This is an optimization exercise on Yosys and OpenROAD, whose aim is small area, not a production implementation.
In this exercise RTL edits were held to simulation tests only and were not proved equivalent to the original.
Power is estimated from default activity; no workload was simulated.

main:
// blinkled
module blinkled
(
  input CLK,
  input RST,
  output [32-1:0] maxi_awaddr,
  output [8-1:0] maxi_awlen,
  output [3-1:0] maxi_awsize,
  output [2-1:0] maxi_awburst,
  output [1-1:0] maxi_awlock,
  output [4-1:0] maxi_awcache,
  output [3-1:0] maxi_awprot,
  output [4-1:0] maxi_awqos,
  output [2-1:0] maxi_awuser,
  output maxi_awvalid,
  input maxi_awready,
  output [32-1:0] maxi_wdata,
  output [4-1:0] maxi_wstrb,
  output maxi_wlast,
  output maxi_wvalid,
  input maxi_wready,
  input [2-1:0] maxi_bresp,
  input maxi_bvalid,
  output maxi_bready,
  output [32-1:0] maxi_araddr,
  output [8-1:0] maxi_arlen,
  output [3-1:0] maxi_arsize,
  output [2-1:0] maxi_arburst,
  output [1-1:0] maxi_arlock,
  output [4-1:0] maxi_arcache,
  output [3-1:0] maxi_arprot,
  output [4-1:0] maxi_arqos,
  output [2-1:0] maxi_aruser,
  output maxi_arvalid,
  input maxi_arready,
  input [32-1:0] maxi_rdata,
  input [2-1:0] maxi_rresp,
  input maxi_rlast,
  input maxi_rvalid,
  output maxi_rready,
  input [32-1:0] saxi_awaddr,
  input [4-1:0] saxi_awcache,
  input [3-1:0] saxi_awprot,
  input saxi_awvalid,
  output saxi_awready,
  input [32-1:0] saxi_wdata,
  input [4-1:0] saxi_wstrb,
  input saxi_wvalid,
  output saxi_wready,
  output [2-1:0] saxi_bresp,
  output saxi_bvalid,
  input saxi_bready,
  input [32-1:0] saxi_araddr,
  input [4-1:0] saxi_arcache,
  input [3-1:0] saxi_arprot,
  input saxi_arvalid,
  output saxi_arready,
  output [32-1:0] saxi_rdata,
  output [2-1:0] saxi_rresp,
  output saxi_rvalid,
  input saxi_rready
);
export LEC_CHECK = 0
export CAP_MARGIN = 0
export CORE_MARGIN = 2
export CORE_UTILIZATION = 60
export SLEW_MARGIN = 0
create_clock -name core_clock -period 10.0 [get_ports {CLK}]
standard.sh (not shown) runs the stock make flow with config.mk's settings and CLKGATE_MAP_FILE= SYNTH_SCRIPT=/design/flow/synth_recipe.tcl, a recipe that flattens the netlist after the stock synthesis.
==> flow/flow/run.sh <==
#!/bin/bash
# ORFS layout through the standard.sh, with these changes:
#  - after the standard synthesis, flow/fa_polarity.py re-chooses the
#    polarity of each full-adder cell (a full adder on inverted inputs gives
#    inverted outputs) to remove inverters; registers are untouched;
#  - smaller port buffers, one tie cell per constant;
#  - a clock tree of clkbuf_4 without dummy loads.
# Each tool's output goes to a log of its own in this folder.
set -euo pipefail
ARGS=(
  'BUFFER_PORTS_ARGS=-buffer_cell sky130_fd_sc_hd__buf_1'
  'SKIP_REPAIR_TIE_FANOUT=1'
  'CTS_ARGS=-sink_clustering_enable -repair_clock_nets -dont_use_dummy_load -sink_clustering_size 10 -sink_clustering_max_diameter 40 -buf_list {sky130_fd_sc_hd__clkbuf_4}'
)
R=orfs/results/sky130hd/blinkled/base
bash standard.sh "${ARGS[@]}" synth > flow_synth.log 2>&1
cp "$R/1_2_yosys.v" flow_1_2_yosys_standard.v
python3 flow/fa_polarity.py flow_1_2_yosys_standard.v "$R/1_2_yosys.v" > flow_fa_polarity.log 2>&1
rm -f "$R/1_synth.odb" "$R/1_synth.sdc"
bash standard.sh "${ARGS[@]}" finish > flow_make.log 2>&1
Other scripts of this flow, unchanged in this note and not shown: flow/flow/fa_polarity.py
Modified inputs, the feature branch compared to main
--- a/flow/design.v
+++ b/flow/design.v
@@ -126,54 +126,54 @@
         3'd4: r_b  <= saxi_wdata;
         3'd5: r_c  <= saxi_wdata;
         3'd6: r_s6 <= saxi_wdata;
         3'd7: r_s7 <= saxi_wdata;
         default: ;
       endcase
     end
   end
   wire [4:0] n5  = r_n[4:0];
   wire [3:0] nm1 = n5 - 5'd1;
-  function [13:0] addr_add;
-    input [13:0] base;
+  function [29:0] addr_add;
+    input [29:0] base;
     input [7:0]  off;
     reg c;
     reg p;
     integer i;
     begin
       c = 1'b0;
       for (i = 0; i < 8; i = i + 1) begin
         addr_add[i] = base[i] ^ off[i] ^ c;
         c = (base[i] & off[i]) | (c & (base[i] ^ off[i]));
       end
       p = 1'b1;
-      for (i = 8; i < 14; i = i + 1) begin
+      for (i = 8; i < 30; i = i + 1) begin
         addr_add[i] = base[i] ^ (c & p);
         p = p & base[i];
       end
     end
   endfunction
   reg       ar_run, ar_sel;
   reg [3:0] ak, aj, ai;
   reg [7:0] arow, boff;
   reg       aw_v;
   reg [1:0] wcnt;
   wire ak_last = (ak == nm1);
   wire aj_last = (aj == nm1);
   wire ai_last = (ai == nm1);
   wire elem_end = ar_sel & ak_last;
   wire [7:0]  rowoff = arow + {4'd0, aw_v ? aj : ak};
   wire [7:0]  off    = (ar_sel & ~aw_v) ? boff : rowoff;
-  wire [13:0] base   = aw_v ? r_c[15:2] : ar_sel ? r_b[15:2] : r_a[15:2];
-  wire [13:0] addr   = addr_add(base, off);
-  assign maxi_araddr  = {r_a[31:16], addr, 2'b00};
-  assign maxi_awaddr  = {r_c[31:16], addr, 2'b00};
+  wire [29:0] base   = aw_v ? r_c[31:2] : ar_sel ? r_b[31:2] : r_a[31:2];
+  wire [29:0] addr   = addr_add(base, off);
+  assign maxi_araddr  = {addr, 2'b00};
+  assign maxi_awaddr  = {addr, 2'b00};
   assign maxi_arvalid = ar_run & ~aw_v & ~(elem_end & (wcnt == 2'd3));
   assign maxi_awvalid = aw_v;
   assign busy = ar_run | (wcnt != 2'd0);
   wire ar_hs = maxi_arvalid & maxi_arready;
   wire job_end = elem_end & aj_last & ai_last;
   always @(posedge CLK) begin
     if (RST) begin
       ar_run <= 1'b0;
       aw_v <= 1'b0;
       wcnt <= 2'd0;
==> results.txt <==
Looking at maximum frequency, the feature branch sits about 8% below main. Capturing instance or port of the critical path = maxi_awaddr[31]: the feature branch; capturing instance or port of the critical path = q[2]$_SDFFE_PP0P_: main. Going from main to the feature branch, share of total power in sequential cells now sits higher; sequential cell count now sits at about the same level; wire length now sits higher; number of cell instances on the worst register-to-register path now sits higher.

blinkled, a different RTL version from the one above (not shown whole).
Size in the first run: roughly 0.020 mm² of cells after synthesis.
clock: 10.0 ns
lec_check: 0
cap_margin: 20
core_margin: 2
core_utilization: 60
slew_margin: 20
Scripts as last shown in full above: flow/flow/run.sh
Other scripts of this flow, unchanged in this note and not shown: flow/flow/fa_polarity.py
Rerun with:
--- a/flow/design.v
+++ b/flow/design.v
@@ -130,26 +130,26 @@
         default: ;
       endcase
     end
   end
   wire [4:0] n5  = r_n[4:0];
   wire [3:0] nm1 = n5 - 5'd1;
-  function [29:0] addr_add;
-    input [29:0] base;
+  function [13:0] addr_add;
+    input [13:0] base;
     input [7:0]  off;
     reg c;
     reg p;
     integer i;
     begin
       c = 1'b0;
       for (i = 0; i < 8; i = i + 1) begin
         addr_add[i] = base[i] ^ off[i] ^ c;
         c = (base[i] & off[i]) | (c & (base[i] ^ off[i]));
       end
       p = 1'b1;
-      for (i = 8; i < 30; i = i + 1) begin
+      for (i = 8; i < 14; i = i + 1) begin
         addr_add[i] = base[i] ^ (c & p);
         p = p & base[i];
       end
     end
   endfunction
   reg       ar_run, ar_sel;
@@ -160,17 +160,17 @@
   wire ak_last = (ak == nm1);
   wire aj_last = (aj == nm1);
   wire ai_last = (ai == nm1);
   wire elem_end = ar_sel & ak_last;
   wire [7:0]  aoff  = arow + {4'd0, ak};
   wire [7:0]  roff  = ar_sel ? boff : aoff;
-  wire [29:0] rbase = ar_sel ? r_b[31:2] : r_a[31:2];
-  assign maxi_araddr  = {addr_add(rbase, roff), 2'b00};
+  wire [13:0] rbase = ar_sel ? r_b[15:2] : r_a[15:2];
+  assign maxi_araddr  = {r_a[31:16], addr_add(rbase, roff), 2'b00};
   assign maxi_arvalid = ar_run & ~(elem_end & (aw_v | (wcnt == 2'd3)));
   assign maxi_awvalid = aw_v;
-  assign maxi_awaddr  = {addr_add(r_c[31:2], arow + {4'd0, aj}), 2'b00};
+  assign maxi_awaddr  = {r_c[31:16], addr_add(r_c[15:2], arow + {4'd0, aj}), 2'b00};
   assign busy = ar_run | (wcnt != 2'd0);
   wire ar_hs = maxi_arvalid & maxi_arready;
   wire job_end = elem_end & aj_last & ai_last;
   always @(posedge CLK) begin
     if (RST) begin
       ar_run <= 1'b0;
Effect: The new run went through all stages and came out clean. Area after synthesis went down by 3.8%. Wire length went down by 8.9%. Worst setup slack gets better by 0.25 ns. Design area went down by 4.8%. Sequential power is about the same. Total power went down by 23%. Hold slack stays flat. Die area went down by 3.7%. Clock-buffer cell count went up by 1. Cell count went down by 6.3%. Utilization went down by 0.91 points.

== 10-15 ==
blinkled with an RTL version that a note above also has.
Size in the first run: about 1700 cells after synthesis, about 360 I/O pins.
==> flow/design.v (excerpt) <==
module blinkled
(
  input CLK,
  input RST,
  output [32-1:0] maxi_awaddr,
  output [8-1:0] maxi_awlen,
  output [3-1:0] maxi_awsize,
  output [2-1:0] maxi_awburst,
  output [1-1:0] maxi_awlock,
  output [4-1:0] maxi_awcache,
  output [3-1:0] maxi_awprot,
  output [4-1:0] maxi_awqos,
  output [2-1:0] maxi_awuser,
  output maxi_awvalid,
  input maxi_awready,
  output [32-1:0] maxi_wdata,
  output [4-1:0] maxi_wstrb,
  output maxi_wlast,
  output maxi_wvalid,
  input maxi_wready,
  input [2-1:0] maxi_bresp,
  input maxi_bvalid,
  output maxi_bready,
  output [32-1:0] maxi_araddr,
  output [8-1:0] maxi_arlen,
  output [3-1:0] maxi_arsize,
  output [2-1:0] maxi_arburst,
  output [1-1:0] maxi_arlock,
  output [4-1:0] maxi_arcache,
  output [3-1:0] maxi_arprot,
  output [4-1:0] maxi_arqos,
  output [2-1:0] maxi_aruser,
  output maxi_arvalid,
  input maxi_arready,
  input [32-1:0] maxi_rdata,
  input [2-1:0] maxi_rresp,
  input maxi_rlast,
  input maxi_rvalid,
  output maxi_rready,
  input [32-1:0] saxi_awaddr,
  input [4-1:0] saxi_awcache,
  input [3-1:0] saxi_awprot,
  input saxi_awvalid,
  output saxi_awready,
  input [32-1:0] saxi_wdata,
  input [4-1:0] saxi_wstrb,
  input saxi_wvalid,
  output saxi_wready,
  output [2-1:0] saxi_bresp,
  output saxi_bvalid,
  input saxi_bready,
  input [32-1:0] saxi_araddr,
  input [4-1:0] saxi_arcache,
  input [3-1:0] saxi_arprot,
  input saxi_arvalid,
  output saxi_arready,
  output [32-1:0] saxi_rdata,
  output [2-1:0] saxi_rresp,
  output saxi_rvalid,
  input saxi_rready
);
clock: 10.0 ns
lec_check: 0
cap_margin: 0
core_margin: 2
core_utilization: 60
slew_margin: 0
Scripts as last shown in full above: flow/flow/run.sh
Other scripts of this flow, unchanged in this note and not shown: flow/flow/fa_polarity.py
Here is what was changed in the inputs of 04-13 compared with 10-15.
diff --git a/flow/design.v b/flow/design.v
--- a/flow/design.v
+++ b/flow/design.v
@@ -126,55 +126,56 @@
         3'd4: r_b  <= saxi_wdata;
         3'd5: r_c  <= saxi_wdata;
         3'd6: r_s6 <= saxi_wdata;
         3'd7: r_s7 <= saxi_wdata;
         default: ;
       endcase
     end
   end
   wire [4:0] n5  = r_n[4:0];
   wire [3:0] nm1 = n5 - 5'd1;
-  function [13:0] addr_add;
-    input [13:0] base;
+  function [29:0] addr_add;
+    input [29:0] base;
     input [7:0]  off;
     reg c;
     reg p;
     integer i;
     begin
       c = 1'b0;
       for (i = 0; i < 8; i = i + 1) begin
         addr_add[i] = base[i] ^ off[i] ^ c;
         c = (base[i] & off[i]) | (c & (base[i] ^ off[i]));
       end
       p = 1'b1;
-      for (i = 8; i < 14; i = i + 1) begin
+      for (i = 8; i < 30; i = i + 1) begin
         addr_add[i] = base[i] ^ (c & p);
         p = p & base[i];
       end
     end
   endfunction
   reg       ar_run, ar_sel;
   reg [3:0] ak, aj, ai;
   reg [7:0] arow, boff;
   reg       aw_v;
   reg [1:0] wcnt;
   wire ak_last = (ak == nm1);
   wire aj_last = (aj == nm1);
   wire ai_last = (ai == nm1);
   wire elem_end = ar_sel & ak_last;
-  wire [7:0]  aoff  = arow + {4'd0, ak};
-  wire [7:0]  roff  = ar_sel ? boff : aoff;
-  wire [13:0] rbase = ar_sel ? r_b[15:2] : r_a[15:2];
-  assign maxi_araddr  = {r_a[31:16], addr_add(rbase, roff), 2'b00};
-  assign maxi_arvalid = ar_run & ~(elem_end & (aw_v | (wcnt == 2'd3)));
+  wire [7:0]  rowoff = arow + {4'd0, aw_v ? aj : ak};
+  wire [7:0]  off    = (ar_sel & ~aw_v) ? boff : rowoff;
+  wire [29:0] base   = aw_v ? r_c[31:2] : ar_sel ? r_b[31:2] : r_a[31:2];
+  wire [29:0] addr   = addr_add(base, off);
+  assign maxi_araddr  = {addr, 2'b00};
+  assign maxi_awaddr  = {addr, 2'b00};
+  assign maxi_arvalid = ar_run & ~aw_v & ~(elem_end & (wcnt == 2'd3));
   assign maxi_awvalid = aw_v;
-  assign maxi_awaddr  = {r_c[31:16], addr_add(r_c[15:2], arow + {4'd0, aj}), 2'b00};
   assign busy = ar_run | (wcnt != 2'd0);
   wire ar_hs = maxi_arvalid & maxi_arready;
   wire job_end = elem_end & aj_last & ai_last;
   always @(posedge CLK) begin
     if (RST) begin
       ar_run <= 1'b0;
       aw_v <= 1'b0;
       wcnt <= 2'd0;
     end else begin
       if (start) ar_run <= 1'b1;
@@ -195,22 +196,22 @@
         if (ak_last) begin
           aj <= aj_last ? 4'd0 : aj + 4'd1;
           if (aj_last) begin
             arow <= arow + {3'd0, n5};
             ai <= ai + 4'd1;
           end
         end
       end
     end
   end
-  localparam Q_A = 3'd0, Q_A3 = 3'd1, Q_L = 3'd2, Q_F = 3'd3,
-             Q_B0 = 3'd4, Q_B1 = 3'd5, Q_B2 = 3'd6, Q_W = 3'd7;
+  localparam Q_A = 3'd0, Q_A3 = 3'd1, Q_L = 3'd2, Q_W = 3'd3,
+             Q_B0 = 3'd4, Q_B1 = 3'd5, Q_B2 = 3'd6;
   reg [2:0]  q;
   reg [31:0] X, acc;
   reg [2:0]  cr;
   reg [3:0]  ck;
   wire qa     = (q[2:1] == 2'b00);             
   wire slice3 = (q == Q_A3) | (q == Q_L);
   wire bslice = q[2] & ~(q[1] & q[0]);         
   reg [8:0] ybus;
   always @* begin
     case (q[1:0])
@@ -219,46 +220,46 @@
       default: ybus = maxi_rdata[23:15];
     endcase
   end
   wire [8:0]  y  = ({9{slice3}} & X[8:0]) | ({9{bslice}} & ybus);
   wire [31:0] xm = slice3 ? {X[31:9], 9'd0} : X;
   wire [31:0] sum;
   wire [2:0]  co;
   mac_core u_mac (.x(xm), .y(y), .acc(acc), .ci(cr), .sum(sum), .co(co));
   assign maxi_rready = qa | (q == Q_B2);
   assign maxi_wdata  = acc;
-  assign maxi_wvalid = (q == Q_W);
-  wire w_hs = (q == Q_W) & maxi_wready;
+  assign maxi_wvalid = (q == Q_W) & (cr == 3'd0);
+  wire w_hs = maxi_wvalid & maxi_wready;
   always @(posedge CLK) begin
     if (RST | start) begin
       q <= Q_A;
     end else begin
       case (q)
         Q_A, Q_A3: if (maxi_rvalid) q <= Q_B0;
                    else q <= Q_A;
         Q_B0: if (maxi_rvalid) q <= Q_B1;
         Q_B1: if (maxi_rvalid) q <= Q_B2;
         Q_B2: if (maxi_rvalid) q <= (ck == nm1) ? Q_L : Q_A3;
-        Q_L: q <= (co == 3'd0) ? Q_W : Q_F;
-        Q_F: if (co == 3'd0) q <= Q_W;
-        default: if (maxi_wready) q <= Q_A;
+        Q_L: q <= Q_W;
+        Q_W: if (w_hs) q <= Q_A;
+        default: q <= Q_A;
       endcase
     end
     if (start | w_hs) begin
       acc <= 32'd0;
       cr <= 3'd0;
       ck <= 4'd0;
-    end else if (slice3 | (bslice & maxi_rvalid) | (q == Q_F)) begin
+    end else if (~(bslice & ~maxi_rvalid)) begin
       acc <= sum;
       cr <= co;
     end
-    if (qa & maxi_rvalid) X <= maxi_rdata;
+    if (qa) X <= maxi_rdata;
     else if (bslice & maxi_rvalid) begin
       if (q == Q_B2) begin
         X <= {X[23:1], maxi_rdata[31:23]};
         ck <= ck + 4'd1;
       end else begin
         X <= {X[23:0], 8'd0};
       end
     end
   end
 endmodule
[summary]
- When 04-13 is set beside 10-15, its total of clock buffers placed in the layout turns out to be 1 larger.
- Cmp 10-15 and 04-13 / number of combinational gates with multiple inputs / higher: 04-13
- 04-13 vs 10-15 on global-route usage: 04-13 is the higher one.
- Non-clock buffer count shrinks slightly when moving from 10-15 to 04-13.
- STATUS minimum clock period after layout: 04-13 loses against 10-15
- 04-13: final cell utilization of the core is 0.48 points higher than what 10-15 reported.
- On total wirelength of the detailed-routed design, the higher figure sits with 04-13, not 10-15.
- 04-13 vs 10-15: final cell count without fillers up
- There was hardly any difference in worst hold slack between 10-15 and 04-13.
- 04-13 vs. 10-15: die area up about 1.3%, mean area per synthesized cell -1.7%, final critical-path share of the clock period now larger.

==> re-timing with driven ports <==
In the flow no input, the clock included, has a driving cell. The finished layouts below were timed again as built, in two steps.
Step 1: set_driving_cell puts a clkbuf_16 on CLK and a buf_2 on each other input, an assumption about the parent block.
Step 2, shift: input delay + t, output delay - t, t = (earliest + latest rising clock arrival at the registers) / 2. This alone moves slack from input paths to output paths.
a / b / c = ideal ports / drivers / drivers and shift; a / b = the first two.
| run | shift t [ns] | setup WS [ns] | worst hold slack (ns) | worst setup path at the end | worst register clock-pin slew, ns |
|---|---|---|---|---|---|
| main | 0.800 | 1.062 / 1.090 / 0.290 | 0.472 / 0.472 / 0.472 | input to register | 0.11 / 0.11 |
| the feature branch | 0.796 | 0.313 / 0.263 / 0.225 | 0.476 / 0.476 / 0.476 | input to register | 0.11 / 0.11 |
| the first run of note 2 | 0.815 | 0.851 / 0.799 / 0.108 | 0.477 / 0.477 / 0.477 | input to register | 0.12 / 0.12 |
| the second run of note 2 | 0.793 | 1.098 / 1.121 / 0.328 | 0.476 / 0.476 / 0.476 | input to register | 0.11 / 0.11 |
| 10-15 | 0.787 | 1.093 / 1.116 / 0.329 | 0.476 / 0.476 / 0.476 | input to register | 0.11 / 0.11 |
| 04-13 | 0.814 | 0.415 / 0.364 / 0.443 | 0.474 / 0.474 / 0.474 | input to register | 0.11 / 0.11 |
After both steps setup and hold are still met in every run listed. The setup slack of main, which loses most, moves by +0.028 ns with the drivers and by -0.772 ns with both steps.
